Background: an optimization exercise with open tools, aiming at small area, a short achievable clock period and few clock cycles. Do not read the settings as production practice. In this exercise RTL edits were held to simulation tests only and were not proved equivalent to the original. No activity file was given, so power comes from the tool's default toggle rates.

==> inputs of run a <==
==> flow/design.v (excerpt) <==
module CHIP (	clk,
				rst_n,
				mem_read_D,
				mem_write_D,
				mem_addr_D,
				mem_wdata_D,
				mem_rdata_D,
				mem_ready_D,
				mem_read_I,
				mem_write_I,
				mem_addr_I,
				mem_wdata_I,
				mem_rdata_I,
				mem_ready_I,
				DCACHE_addr,
				DCACHE_wdata,
				DCACHE_wen,
				DCACHE_stall
			);
clock: 11.0 ns
lec_check: 0
cap_margin: 20
core_margin: 2
core_utilization: 50
cts_cluster_diameter: 80
cts_cluster_size: 20
slew_margin: 20
standard.sh (not shown) runs the stock make flow with config.mk's settings and CLKGATE_MAP_FILE= SYNTH_SCRIPT=/design/flow/synth_recipe.tcl, a recipe that flattens the netlist after the stock synthesis.
==> flow/flow/run.sh <==
#!/bin/bash
# Layout flow: the standard ORFS flow (standard.sh), with the standard
# synthesis unchanged, port buffers of buf_2 cells and a larger setup margin
# for ORFS's timing repair in the later steps. Each step's full output goes
# to its own log in this folder (and ORFS's per-step logs under orfs/logs).
set -uo pipefail
bash standard.sh synth > synth.log 2>&1 || exit 1
bash standard.sh SETUP_SLACK_MARGIN=7 "BUFFER_PORTS_ARGS=-buffer_cell sky130_fd_sc_hd__buf_2" finish > layout.log 2>&1 || exit 1
==> inputs of run b, as changes to run a <==
--- a/flow/design.v
+++ b/flow/design.v
@@ -193,14 +193,15 @@
     input              m_valid,
     input              m_load,
     input              m_store,
     input      [31:0]  m_addr,
     input      [31:0]  m_wdata,        
     output             m_stall,        
     output             m_stdone,       
+    output             m_stwait,       
     output             m_sbhold,       
     input              m_xhold,        
     output             m_ltake,        
     output             lp_fill,        
     output     [31:0]  lp_data,        
     output     [31:0]  m_rdata,        
     output     [31:0]  m_rdline,       
@@ -221,43 +222,43 @@
 reg          v, y;                     
 reg          busy;                     
 reg          rd;                       
 reg          pend;                     
 reg          lpv;                      
 reg  [1:0]   lpw;                      
 reg          sbv;                      
-reg  [31:0]  sbd;
 reg  [1:0]   sbw;
 assign mem_wdata = d;
 wire [31:0] ea = ex_base;
 wire [31:0] eb = ex_off;
 wire [4:0]  lo = {1'b0, ea[3:0]} + {1'b0, eb[3:0]};
-wire [27:0] et  = m_miss ? m_addr[31:4] : t;
-wire        ev  = m_miss | v;
+wire [27:0] et  = m_miss ? m_addr[31:4] : ((sbv | lpv) ? mem_addr : t);
+wire        ev  = m_miss | sbv | lpv | v;
 wire [31:0] eg = ea & eb;
 wire [31:0] ep = ea ^ eb;
 wire [31:4] cin = {eg[30:4] | (ep[30:4] & ~et[26:0]), lo[4]};
 wire ehit = ev & (&(ep[31:4] ^ et ^ ~cin));
 wire [1:0] mword = m_addr[3:2];
 wire   fill   = busy & rd & mem_ready;    
 wire   fclean = fill & ~y;                 
 wire   fdirty = fill & y;                  
 wire   rdout  = mem_read | (busy & rd);    
-wire   sbtake = m_valid & m_store & m_miss & rdout & ~fill;
+wire   sbtake = m_valid & m_store & m_miss & rdout;
 assign m_ltake = m_valid & m_load & m_miss & rdout & ~fill & ~m_xhold;
-wire   mwait  = m_valid & (m_load | m_store) & m_miss & ~(fill & (m_load | ~y)) & ~sbtake & ~m_ltake;
+wire   mwait  = m_valid & (m_load | m_store) & m_miss & ~(fill & m_load) & ~sbtake & ~m_ltake;
 assign m_stall = mwait | m_xhold;
 assign lp_fill = lpv & fill;
 assign lp_data = bswap(mem_rdata[lpw*32 +: 32]);
 assign m_rdmem  = m_miss | pend;
 assign m_rdline = bswap(d[mword*32 +: 32]);
 assign m_rdata  = m_rdmem ? bswap(mem_rdata[mword*32 +: 32]) : m_rdline;
 wire   st_hit = m_valid & m_store & ~m_miss;
-assign m_stdone = m_valid & m_store & (~m_miss | fclean | sbtake);
-assign m_sbhold = sbv | lpv | (m_valid & (m_load | m_store) & m_miss);
+assign m_stdone = m_valid & m_store & (~m_miss | sbtake);
+assign m_stwait = m_miss & ~rdout;
+assign m_sbhold = (sbv & ~fclean) | (lpv & ~fill) | (m_valid & (m_load | m_store) & m_miss & ~fill);
 always @(posedge clk) begin
     if (rst) begin
         m_miss <= 1'b0;
     end else if (!m_stall) begin
         m_miss <= ex_enter & ~ehit;
     end else if (fill) begin
         m_miss <= 1'b0;
@@ -290,24 +291,21 @@
         if (sbtake)              sbv <= 1'b1;
         else if (fclean | pend)  sbv <= 1'b0;
         if (m_ltake)             lpv <= 1'b1;
         else if (fill)           lpv <= 1'b0;
     end
 end
 always @(posedge clk) begin
-    if (sbtake) begin
-        sbd <= m_wdata;
-        sbw <= mword;
-    end
+    if (sbtake) sbw <= mword;
     if (m_ltake) lpw <= mword;
 end
 wire        lfill = fclean | pend;         
 wire        wst   = sbv | m_stdone;
 wire [1:0]  ww    = sbv ? sbw : mword;
-wire [31:0] wd    = bswap(sbv ? sbd : m_wdata);
+wire [31:0] wd    = bswap(m_wdata);         
 genvar k;
 generate
     for (k = 0; k < 4; k = k + 1) begin : g_word
         wire [31:0] wbus = (lfill & ~(wst & ww == k)) ? mem_rdata[k*32 +: 32] : wd;
         always @(posedge clk) begin
             if (lfill | (st_hit & mword == k)) d[k*32 +: 32] <= wbus;
         end
@@ -351,34 +349,29 @@
 function [31:0] bswap(input [31:0] v);
     bswap = {v[7:0], v[15:8], v[23:16], v[31:24]};
 endfunction
 wire rst = ~rst_n;
 reg  [26:0] PC;
 reg         ID_valid;
 reg  [27:0] ID_instr;        
-reg  [3:0]  ID_s1h, ID_s2h;   
-reg  [7:0]  ID_s1l, ID_s2l;   
 reg  [26:0] ID_PC;
 reg         EX_valid;
 reg  [31:0] EX_a, EX_b;        
 reg  [31:0] EX_sd;             
 reg  [26:0] EX_alt;           
 reg  [4:0]  EX_rd;
 reg         EX_we, EX_load, EX_store, EX_sub, EX_sra, EX_left;
 reg         EX_radd, EX_rslt, EX_rxor, EX_ror, EX_rand, EX_rsh, EX_rlink;    
 reg         EX_jalr, EX_branch, EX_bne, EX_pred;
 reg         MEM_valid;
 reg  [31:0] MEM_res, MEM_b;
 reg  [4:0]  MEM_rd;
 reg         MEM_we, MEM_load, MEM_store;
-reg         SP_wen;
-reg  [29:0] SP_addr;
-reg  [31:0] SP_data;
 reg  [31:0] rf [1:31];
-wire        m_stall, m_miss, m_stdone, m_sbhold, m_ltake, lp_fill;
+wire        m_stall, m_miss, m_stdone, m_stwait, m_sbhold, m_ltake, lp_fill;
 wire [31:0] lp_data;
 reg  [4:0]  lp_rd;             
 wire        wconf;
 wire [31:0] m_rdata, m_rdline;
 wire        m_rdmem;
 wire        ex_redir;
 wire [26:0] ex_tgt;
@@ -411,18 +404,14 @@
 always @(posedge clk) begin
     if (rst) ID_valid <= 1'b0;
     else if (!front_hold && !ld_stall) ID_valid <= ic_hit & ~ex_redir & ~id_redir;
 end
 always @(posedge clk) begin
     if (!front_hold && !ld_stall) begin
         ID_instr <= ic_instr;
-        ID_s1h   <= 4'd1 << ic_instr[15:14];
-        ID_s1l   <= 8'd1 << ic_instr[13:11];
-        ID_s2h   <= 4'd1 << ic_instr[20:19];
-        ID_s2l   <= 8'd1 << ic_instr[18:16];
         ID_PC    <= PC;
     end
 end
 wire [31:0] ins = {ID_instr[27:3], 7'd0};
 wire [2:0]  knd = ID_instr[2:0];
 wire [4:0]  rs1 = ins[19:15];
 wire [4:0]  rs2 = ins[24:20];
@@ -441,24 +430,16 @@
 wire [31:0] ex_res;
 wire [31:0] mem_res = MEM_load ? m_rdata : MEM_res;
 wire [31:0] mem_fwd = MEM_load ? m_rdline : MEM_res;
 wire ex_fw1  = EX_valid  & EX_we  & (EX_rd  == rs1);
 wire ex_fw2  = EX_valid  & EX_we  & (EX_rd  == rs2);
 wire mem_fw1 = MEM_valid & MEM_we & (MEM_rd == rs1);
 wire mem_fw2 = MEM_valid & MEM_we & (MEM_rd == rs2);
-reg  [31:0] rf1, rf2;
-integer q;
-always @(*) begin
-    rf1 = 32'd0;
-    rf2 = 32'd0;
-    for (q = 1; q < 32; q = q + 1) begin
-        rf1 = rf1 | ({32{ID_s1h[q/8] & ID_s1l[q%8]}} & rf[q]);
-        rf2 = rf2 | ({32{ID_s2h[q/8] & ID_s2l[q%8]}} & rf[q]);
-    end
-end
+wire [31:0] rf1 = (rs1 == 5'd0) ? 32'd0 : rf[rs1];
+wire [31:0] rf2 = (rs2 == 5'd0) ? 32'd0 : rf[rs2];
 wire [31:0] op1 = ex_fw1 ? ex_res : mem_fw1 ? mem_fwd : rf1;
 wire [31:0] op2 = ex_fw2 ? ex_res : mem_fw2 ? mem_fwd : rf2;
 wire   lp_dep = (lp_rd != 5'd0) & ((use1 & (lp_rd == rs1)) | (use2 & (lp_rd == rs2)));
 wire   ml_dep = MEM_valid & MEM_load & MEM_we & m_rdmem &
                 ((use1 & (MEM_rd == rs1)) | (use2 & (MEM_rd == rs2)));
 assign ld_stall = ID_valid & ~ex_redir & ((EX_valid & EX_load & EX_we &
                   ((use1 & (EX_rd == rs1)) | (use2 & (EX_rd == rs2)))) | lp_dep | ml_dep);
@@ -557,14 +538,15 @@
     .m_valid  (MEM_valid),
     .m_load   (MEM_load),
     .m_store  (MEM_store),
     .m_addr   (MEM_res),
     .m_wdata  (MEM_b),
     .m_stall  (m_stall),
     .m_stdone (m_stdone),
+    .m_stwait (m_stwait),
     .m_sbhold (m_sbhold),
     .m_xhold  (wconf),
     .m_ltake  (m_ltake),
     .lp_fill  (lp_fill),
     .lp_data  (lp_data),
     .m_rdata  (m_rdata),
     .m_rdline (m_rdline),
@@ -578,31 +560,25 @@
     .mem_ready(mem_ready_D)
 );
 always @(posedge clk) begin
     if (rst) MEM_valid <= 1'b0;
     else if (!m_stall) MEM_valid <= EX_valid & ~front_hold;
 end
 always @(posedge clk) begin
-    if (rst) SP_wen <= 1'b0;
-    else     SP_wen <= m_stdone;
-end
-always @(posedge clk) begin
-    SP_addr <= MEM_res[31:2];
-    SP_data <= bswap(MEM_b);
-end
-always @(posedge clk) begin
     if (!m_stall) begin
         MEM_res   <= ex_res;
-        MEM_b     <= EX_sd;
         MEM_rd    <= EX_rd;
         MEM_we    <= EX_we;
         MEM_load  <= EX_load;
         MEM_store <= EX_store;
     end
 end
+always @(posedge clk) begin
+    if (EX_valid && EX_store && !front_hold) MEM_b <= EX_sd;
+end
 assign wconf = lp_fill & MEM_valid & MEM_we;
 wire [4:0]  wr_rd   = lp_fill ? lp_rd : MEM_rd;
 wire        wr_en   = lp_fill | (MEM_valid & MEM_we);
 wire [31:0] wr_data = lp_fill ? lp_data : mem_res;
 genvar r;
 generate
     for (r = 1; r < 32; r = r + 1) begin : g_rf
@@ -614,12 +590,12 @@
 always @(posedge clk) begin
     if (rst)                     lp_rd <= 5'd0;
     else if (m_ltake)            lp_rd <= MEM_we ? MEM_rd : 5'd0;
     else if (lp_fill)            lp_rd <= 5'd0;
     else if (MEM_valid && MEM_we && MEM_rd == lp_rd)
                                  lp_rd <= 5'd0;    
 end
-assign DCACHE_addr  = SP_addr;
-assign DCACHE_wdata = SP_data;
-assign DCACHE_wen   = SP_wen;
-assign DCACHE_stall = 1'b0;
+assign DCACHE_addr  = MEM_res[31:2];
+assign DCACHE_wdata = bswap(MEM_b);
+assign DCACHE_wen   = MEM_valid & MEM_store;
+assign DCACHE_stall = m_stwait;
 endmodule
CAP_MARGIN = 60   (was 20)
CORE_UTILIZATION = 55   (was 50)
PLACE_DENSITY = 0.7   (was default)
SLEW_MARGIN = 60   (was 20)
TNS_END_PERCENT = 20   (was default)
==> key figures <==
Floorplanning
  • N_taps: between 2000 and 3000

Power and ir drop
  • Sequential share of power: ~62%
  • Int Power: between 10000 and 15000 µW

Worst setup path
  • Crit path top cell by count: nand2_1

Global routing
  • Met2 usage: about 58%
  • Largest net degree at the start of global routing: 134

Run status
  • Status: finished clean

Logic synthesis
  • Compound-Gate Fraction of Synth Area: between 10 and 15%
  • Yosys cell types: 96

Finish
  • # clk buffers: about 180
# the run above: run a

==> key figures <==
Global routing
  • Met2 usage: 61.8%

Logic synthesis
  • Compound-Gate Fraction of Synth Area: 14.5%

Worst setup path
  • Crit path top cell by count: buf_4

Power and ir drop
  • Sequential share of power: between 60% and 70%

Floorplanning
  • N_taps: roughly 2500

Finish
  • # clk buffers: between 100 and 150

Run status
  • Status: finished clean
# the run above: run b

Testbench counts of run a, summed over its fixed seeds: cycles 378,700.
Testbench counts of run b, summed over its fixed seeds: cycles 375,983.


==> job 9606: inputs <==
Another version of the RTL of CHIP (not shown whole).
Settings: LEC_CHECK=0, CAP_MARGIN=60, CORE_MARGIN=2, CORE_UTILIZATION=50, CTS_CLUSTER_DIAMETER=80, CTS_CLUSTER_SIZE=20, SLEW_MARGIN=60; clock period 11.0 ns.
Scripts as last shown in full above: flow/flow/run.sh
==> job 9518: changes against job 9606 <==
--- a/flow/design.v
+++ b/flow/design.v
@@ -62,20 +62,20 @@
     input              rst,
     input      [24:0]  pc_line,        
     input      [1:0]   pc_word,        
     input              no_req,         
     output             hit,            
-    output     [27:0]  instr,          
+    output     [31:0]  instr,          
     output reg         mem_read,
     output     [27:0]  mem_addr,
     input      [127:0] mem_rdata,
     input              mem_ready
 );
 localparam NS = 1 << SL;
 localparam TW = 25 - SL;
-reg [111:0]  d0 [0:NS-1];
-reg [111:0]  d1 [0:NS-1];
+reg [127:0]  d0 [0:NS-1];
+reg [127:0]  d1 [0:NS-1];
 reg [TW-1:0] t0 [0:NS-1];
 reg [TW-1:0] t1 [0:NS-1];
 reg [NS-1:0] v0, v1;
 reg [NS-1:0] lru;                      
 reg [3:0]    s0 [0:NS-1];              
@@ -87,44 +87,35 @@
         stopw = i[6] & ((~i[2] & i[31]) | (i[2] & ~i[3] & (i[11:7] == 5'd0)));
     end
 endfunction
 wire [3:0] mstop = {stopw(mem_rdata[127:96]), stopw(mem_rdata[95:64]),
                     stopw(mem_rdata[63:32]),  stopw(mem_rdata[31:0])};
-function [27:0] pack(input [31:0] w);   
-    reg [31:0] i;
-    begin
-        i = {w[7:0], w[15:8], w[23:16], w[31:24]};
-        pack = {i[31:7], i[6], i[6] ? i[3:2] : i[5:4]};
-    end
-endfunction
-wire [111:0] mpack = {pack(mem_rdata[127:96]), pack(mem_rdata[95:64]),
-                      pack(mem_rdata[63:32]),  pack(mem_rdata[31:0])};
 reg          busy;                     
 reg [24:0]   rline;                    
 assign mem_addr = {3'b000, rline};
 wire [SL-1:0] set = pc_line[SL-1:0];
 wire [TW-1:0] tag = pc_line[24:SL];
 reg [NS-1:0] hs0, hs1;                 
-reg [27:0]   wsel;                     
+reg [31:0]   wsel;                     
 reg [3:0]    ssel;
 integer q;
 always @(*) begin
-    wsel = 28'd0;
+    wsel = 32'd0;
     ssel = 4'd0;
     for (q = 0; q < NS; q = q + 1) begin
         hs0[q] = v0[q] & (t0[q] == tag) & (set == q);
         hs1[q] = v1[q] & (t1[q] == tag) & (set == q);
-        wsel = wsel | ({28{hs0[q]}} & d0[q][pc_word*28 +: 28]) | ({28{hs1[q]}} & d1[q][pc_word*28 +: 28]);
+        wsel = wsel | ({32{hs0[q]}} & d0[q][pc_word*32 +: 32]) | ({32{hs1[q]}} & d1[q][pc_word*32 +: 32]);
         ssel = ssel | ({4{hs0[q]}} & s0[q]) | ({4{hs1[q]}} & s1[q]);
     end
 end
 wire h0 = |hs0;
 wire h1 = |hs1;
 wire rmatch = (rline == pc_line);
 wire arrive = busy & mem_ready & rmatch;
 assign hit = h0 | h1 | arrive;
-wire [27:0] wm = mpack[pc_word*28 +: 28];
+wire [31:0] wm = mem_rdata[pc_word*32 +: 32];
 assign instr = arrive ? wm : wsel;
 wire [24:0]   nline = pc_line + 25'd1;
 wire [SL-1:0] nset  = nline[SL-1:0];
 wire [TW-1:0] ntag  = nline[24:SL];
 wire npresent = (v0[nset] & (t0[nset] == ntag)) |
@@ -155,16 +146,16 @@
 genvar s;
 generate
     for (s = 0; s < NS; s = s + 1) begin : g_set
         always @(posedge clk) begin
             if (fill && fset == s && !fway) begin
-                d0[s] <= mpack;
+                d0[s] <= mem_rdata;
                 t0[s] <= rline[24:SL];
                 s0[s] <= mstop;
             end
             if (fill && fset == s && fway) begin
-                d1[s] <= mpack;
+                d1[s] <= mem_rdata;
                 t1[s] <= rline[24:SL];
                 s1[s] <= mstop;
             end
         end
         always @(posedge clk) begin
@@ -194,18 +185,18 @@
     input              m_load,
     input              m_store,
     input      [31:0]  m_addr,
     input      [31:0]  m_wdata,        
     output             m_stall,        
+    output             m_fill,         
     output             m_stdone,       
-    output             m_sbhold,       
     output     [31:0]  m_rdata,        
     output reg         m_miss,         
     output reg         mem_read,
     output reg         mem_write,
     output reg [27:0]  mem_addr,
-    output     [127:0] mem_wdata,
+    output reg [127:0] mem_wdata,
     input      [127:0] mem_rdata,
     input              mem_ready
 );
 function [31:0] bswap(input [31:0] v);
     bswap = {v[7:0], v[15:8], v[23:16], v[31:24]};
@@ -213,35 +204,28 @@
 reg [127:0]  d;
 reg [27:0]   t;
 reg          v, y;                     
 reg          busy;                     
 reg          rd;                       
-reg          pend;                     
-reg          sbv;                      
-reg  [31:0]  sbd;
-reg  [1:0]   sbw;
-assign mem_wdata = d;
+reg          wpend;                    
+reg [27:0]   waddr;
 wire [31:0] ea = ex_base;
 wire [31:0] eb = ex_off;
 wire [4:0]  lo = {1'b0, ea[3:0]} + {1'b0, eb[3:0]};
 wire [27:0] et  = m_miss ? m_addr[31:4] : t;
 wire        ev  = m_miss | v;
 wire [31:0] eg = ea & eb;
 wire [31:0] ep = ea ^ eb;
 wire [31:4] cin = {eg[30:4] | (ep[30:4] & ~et[26:0]), lo[4]};
 wire ehit = ev & (&(ep[31:4] ^ et ^ ~cin));
 wire [1:0] mword = m_addr[3:2];
-wire   fill   = busy & rd & mem_ready;    
-wire   fclean = fill & ~y;                 
-wire   fdirty = fill & y;                  
-wire   rdout  = mem_read | (busy & rd);    
-wire   sbtake = m_valid & m_store & m_miss & rdout & ~fill & ~sbv;
-assign m_stall = m_valid & (m_load | m_store) & m_miss & ~(fill & (m_load | ~y)) & ~sbtake;
-assign m_rdata = bswap((m_miss | pend) ? mem_rdata[mword*32 +: 32] : d[mword*32 +: 32]);
+wire   fill = busy & rd & mem_ready;
+assign m_fill  = fill;
+assign m_stall = m_valid & (m_load | m_store) & m_miss & ~fill;
+assign m_rdata = bswap(m_miss ? mem_rdata[mword*32 +: 32] : d[mword*32 +: 32]);
 wire   st_hit = m_valid & m_store & ~m_miss;
-assign m_stdone = m_valid & m_store & (~m_miss | fclean | sbtake);
-assign m_sbhold = sbv | (m_valid & m_store & m_miss);
+assign m_stdone = m_valid & m_store & (~m_miss | fill);
 always @(posedge clk) begin
     if (rst) begin
         m_miss <= 1'b0;
     end else if (!m_stall) begin
         m_miss <= ex_enter & ~ehit;
@@ -250,65 +234,59 @@
     end
 end
 wire idle_next = busy ? mem_ready : ~(mem_read | mem_write);
 wire need_mem  = m_valid & (m_load | m_store) & m_miss & ~mem_read & ~(busy & rd);
 wire need_ex   = ex_enter & ~ehit & ~m_stall;
-wire do_read   = idle_next & ~fdirty & (need_mem | need_ex);
+wire do_write  = idle_next & wpend;
+wire do_read   = idle_next & ~wpend & (need_mem | need_ex);
 always @(posedge clk) begin
-    if (fdirty)       mem_addr <= t;
-    else if (do_read) mem_addr <= need_mem ? m_addr[31:4] : ex_line;
+    if (do_write)      mem_addr <= waddr;
+    else if (need_mem) mem_addr <= m_addr[31:4];
+    else               mem_addr <= ex_line;
 end
 always @(posedge clk) begin
     if (rst) begin
         mem_read  <= 1'b0;
         mem_write <= 1'b0;
         busy      <= 1'b0;
         rd        <= 1'b0;
-        pend      <= 1'b0;
-        sbv       <= 1'b0;
+        wpend     <= 1'b0;
     end else begin
         mem_read  <= do_read;
-        mem_write <= fdirty;
-        pend      <= fdirty;
+        mem_write <= do_write;
         busy      <= mem_read | mem_write | (busy & ~mem_ready);
         if (mem_read)       rd <= 1'b1;
         else if (mem_ready) rd <= 1'b0;
-        if (sbtake)              sbv <= 1'b1;
-        else if (fclean | pend)  sbv <= 1'b0;
+        if (do_write)           wpend <= 1'b0;
+        else if (mem_read && y) wpend <= 1'b1;
     end
 end
 always @(posedge clk) begin
-    if (sbtake) begin
-        sbd <= m_wdata;
-        sbw <= mword;
+    if (mem_read && y) begin
+        mem_wdata <= d;
+        waddr     <= t;
     end
 end
-wire        lfill = fclean | pend;         
-wire        wst   = sbv | m_stdone;
-wire [1:0]  ww    = sbv ? sbw : mword;
-wire [31:0] wd    = bswap(sbv ? sbd : m_wdata);
 genvar k;
 generate
     for (k = 0; k < 4; k = k + 1) begin : g_word
-        wire [31:0] wbus = (lfill & ~(wst & ww == k)) ? mem_rdata[k*32 +: 32] : wd;
+        wire [31:0] wbus = (m_miss & ~(m_store & mword == k)) ? mem_rdata[k*32 +: 32] : bswap(m_wdata);
         always @(posedge clk) begin
-            if (lfill | (st_hit & mword == k)) d[k*32 +: 32] <= wbus;
+            if (fill | (st_hit & mword == k)) d[k*32 +: 32] <= wbus;
         end
     end
 endgenerate
 always @(posedge clk) begin
-    if (fill) t <= mem_addr;
+    if (fill) t <= m_addr[31:4];
 end
 always @(posedge clk) begin
     if (rst) begin
         v <= 1'b0;
         y <= 1'b0;
     end else if (fill) begin
         v <= 1'b1;
-        if (!y) y <= sbv | (m_valid & m_store);
-    end else if (pend) begin
-        y <= sbv | st_hit;
+        y <= m_store;
     end else if (st_hit) begin
         y <= 1'b1;
     end
 end
 endmodule
@@ -334,11 +312,11 @@
     bswap = {v[7:0], v[15:8], v[23:16], v[31:24]};
 endfunction
 wire rst = ~rst_n;
 reg  [26:0] PC;
 reg         ID_valid;
-reg  [27:0] ID_instr;        
+reg  [31:0] ID_instr;
 reg  [26:0] ID_PC;
 reg         EX_valid;
 reg  [31:0] EX_a, EX_b;        
 reg  [31:0] EX_sd;             
 reg  [26:0] EX_alt;           
@@ -352,20 +330,20 @@
 reg         MEM_we, MEM_load, MEM_store;
 reg         SP_wen;
 reg  [29:0] SP_addr;
 reg  [31:0] SP_data;
 reg  [31:0] rf [1:31];
-wire        m_stall, m_miss, m_stdone, m_sbhold;
+wire        m_stall, m_fill, m_miss, m_stdone;
 wire [31:0] m_rdata;
 wire        ex_redir;
 wire [26:0] ex_tgt;
 wire        id_redir;
 wire [26:0] id_tgt;
 wire        ld_stall;
-wire        front_hold = m_stall | (EX_valid & (EX_load | EX_store) & m_sbhold);
+wire        front_hold = m_stall;
 wire        ic_hit;
-wire [27:0] ic_instr;
+wire [31:0] ic_instr;
 Icache #(.SL(1)) I_cache (
     .clk      (clk),
     .rst      (rst),
     .pc_line  (PC[26:2]),
     .pc_word  (PC[1:0]),
@@ -388,27 +366,27 @@
     if (rst) ID_valid <= 1'b0;
     else if (!front_hold && !ld_stall) ID_valid <= ic_hit & ~ex_redir & ~id_redir;
 end
 always @(posedge clk) begin
     if (!front_hold && !ld_stall) begin
-        ID_instr <= ic_instr;
+        ID_instr <= bswap(ic_instr);
         ID_PC    <= PC;
     end
 end
-wire [31:0] ins = {ID_instr[27:3], 7'd0};
-wire [2:0]  knd = ID_instr[2:0];
+wire [31:0] ins = ID_instr;
 wire [4:0]  rs1 = ins[19:15];
 wire [4:0]  rs2 = ins[24:20];
 wire [4:0]  rd  = ins[11:7];
 wire [2:0]  f3  = ins[14:12];
-wire i_R    = ~knd[2] &  knd[1] &  knd[0];
-wire i_I    = ~knd[2] & ~knd[1] &  knd[0];
-wire i_L    = ~knd[2] & ~knd[1] & ~knd[0];
-wire i_S    = ~knd[2] &  knd[1] & ~knd[0];
-wire i_B    =  knd[2] & ~knd[0];
-wire i_JAL  =  knd[2] &  knd[1] &  knd[0];
-wire i_JALR =  knd[2] & ~knd[1] &  knd[0];
+wire i_ctl  = ins[6];                         
+wire i_R    = ~ins[6] &  ins[5] &  ins[4];
+wire i_I    = ~ins[6] & ~ins[5] &  ins[4];
+wire i_L    = ~ins[6] & ~ins[5] & ~ins[4];
+wire i_S    = ~ins[6] &  ins[5] & ~ins[4];
+wire i_B    =  ins[6] & ~ins[2];
+wire i_JAL  =  ins[6] &  ins[2] &  ins[3];
+wire i_JALR =  ins[6] &  ins[2] & ~ins[3];
 wire use1 = ~i_JAL;
 wire use2 = i_R | i_S | i_B;
 wire wr   = (i_R | i_I | i_L | i_JAL | i_JALR) & (rd != 5'd0);
 wire [31:0] ex_res;
 wire [31:0] mem_res = MEM_load ? m_rdata : MEM_res;
@@ -518,12 +496,12 @@
     .m_load   (MEM_load),
     .m_store  (MEM_store),
     .m_addr   (MEM_res),
     .m_wdata  (MEM_b),
     .m_stall  (m_stall),
+    .m_fill   (m_fill),
     .m_stdone (m_stdone),
-    .m_sbhold (m_sbhold),
     .m_rdata  (m_rdata),
     .m_miss   (m_miss),
     .mem_read (mem_read_D),
     .mem_write(mem_write_D),
     .mem_addr (mem_addr_D),
==> notes <==
- Of job 9518 and job 9606, job 9518 has the higher sequential cell count (gap 156).
- Of job 9518 and job 9606, job 9518 has the higher sequential power (gap about 7%, measured against job 9606).
- In job 9518 the routed wire length is higher than in job 9606, by about 2.6%.
- Via count: job 9518 is larger than job 9606 (1.3%).
- In job 9518 the clock skew is lower than in job 9606, by 15 ps.
- Total power: job 9606 is smaller than job 9518 (5.4%).
- Between job 9518 and job 9606, the lower global-route usage is in job 9518 (gap 1.2 points).
==> figures <==
item                                                                  job 9518                        job 9606
Status                                        no timing/DRC/antenna violations  no timing/DRC/antenna violations
Met1 Wirelength                                                     163,000 um                      158,000 um
Tapcells                                                                 2,854                           2,788
Final period utilization                                                 37.2%                           37.9%
Worst reg2reg startpoint                        i_RISCV.ID_instr[17]$_DFFE_PP_  i_RISCV.ID_instr[19]$_DFFE_PP_
Post-route worst setup slack                                           6910 ps                         6830 ps
Dpl cell area                                                     118,000 um^2                    113,000 um^2
Hold path startpoint                                i_RISCV.EX_sd[5]$_DFFE_PN_     i_RISCV.MEM_b[17]$_DFFE_PN_
Post-placement cell count                                               11,100                          11,000
Critical Path End                                   i_RISCV.EX_a[12]$_DFFE_PN_       i_RISCV.EX_b[4]$_DFFE_PN_
Total detailed-routing wirelength                                   460,000 um                      449,000 um
Number of synthesized flops with an enable pin                           2,195                           2,067
Static Leak                                                            42.3 nW                         44.1 nW
Combinational Power                                                 0.000254 W                      0.000255 W
Net Switching                                                        0.00332 W                       0.00314 W
Met3 routed wirelength                                               69,800 um                       69,800 um
Testbench counts of job 9606, summed over its fixed seeds: cycles 392,174.
Testbench counts of job 9518, summed over its fixed seeds: cycles 410,704.

what the ideal ports hide:
No port has a modelled driver above. Below, the same layouts with a new extraction and two added sets of constraints.
Step 1, drivers: a clkbuf_16 drives clk and a buf_2 each remaining input, both assumed.
Step 2, shift: input delay + t, output delay - t, t = (earliest + latest rising clock arrival at the registers) / 2. This alone moves slack from input paths to output paths.
a / b / c = no drivers / after step 1 / after step 2; a / b = the first two.
run | shift t [ns] | slack for setup (ns) | hold slack, ns | worst setup path at the end | pins driven straight from the clock port
run a | 0.929 | 6.862 / 6.873 / 5.946 | 0.429 / 0.429 / 0.429 | input to register | 1
run b | 0.927 | 6.629 / 6.629 / 5.858 | 0.415 / 0.415 / 0.415 | input to register | 1
job 9606 | 0.936 | 6.834 / 6.834 / 6.029 | 0.404 / 0.404 / 0.404 | input to register | 1
job 9518 | 0.945 | 6.908 / 6.908 / 6.060 | 0.427 / 0.427 / 0.427 | input to register | 1
After both steps setup and hold are still met in every run listed. For run a, which loses most, drivers alone change the setup slack by +0.011 ns; drivers and shift together by -0.916 ns.
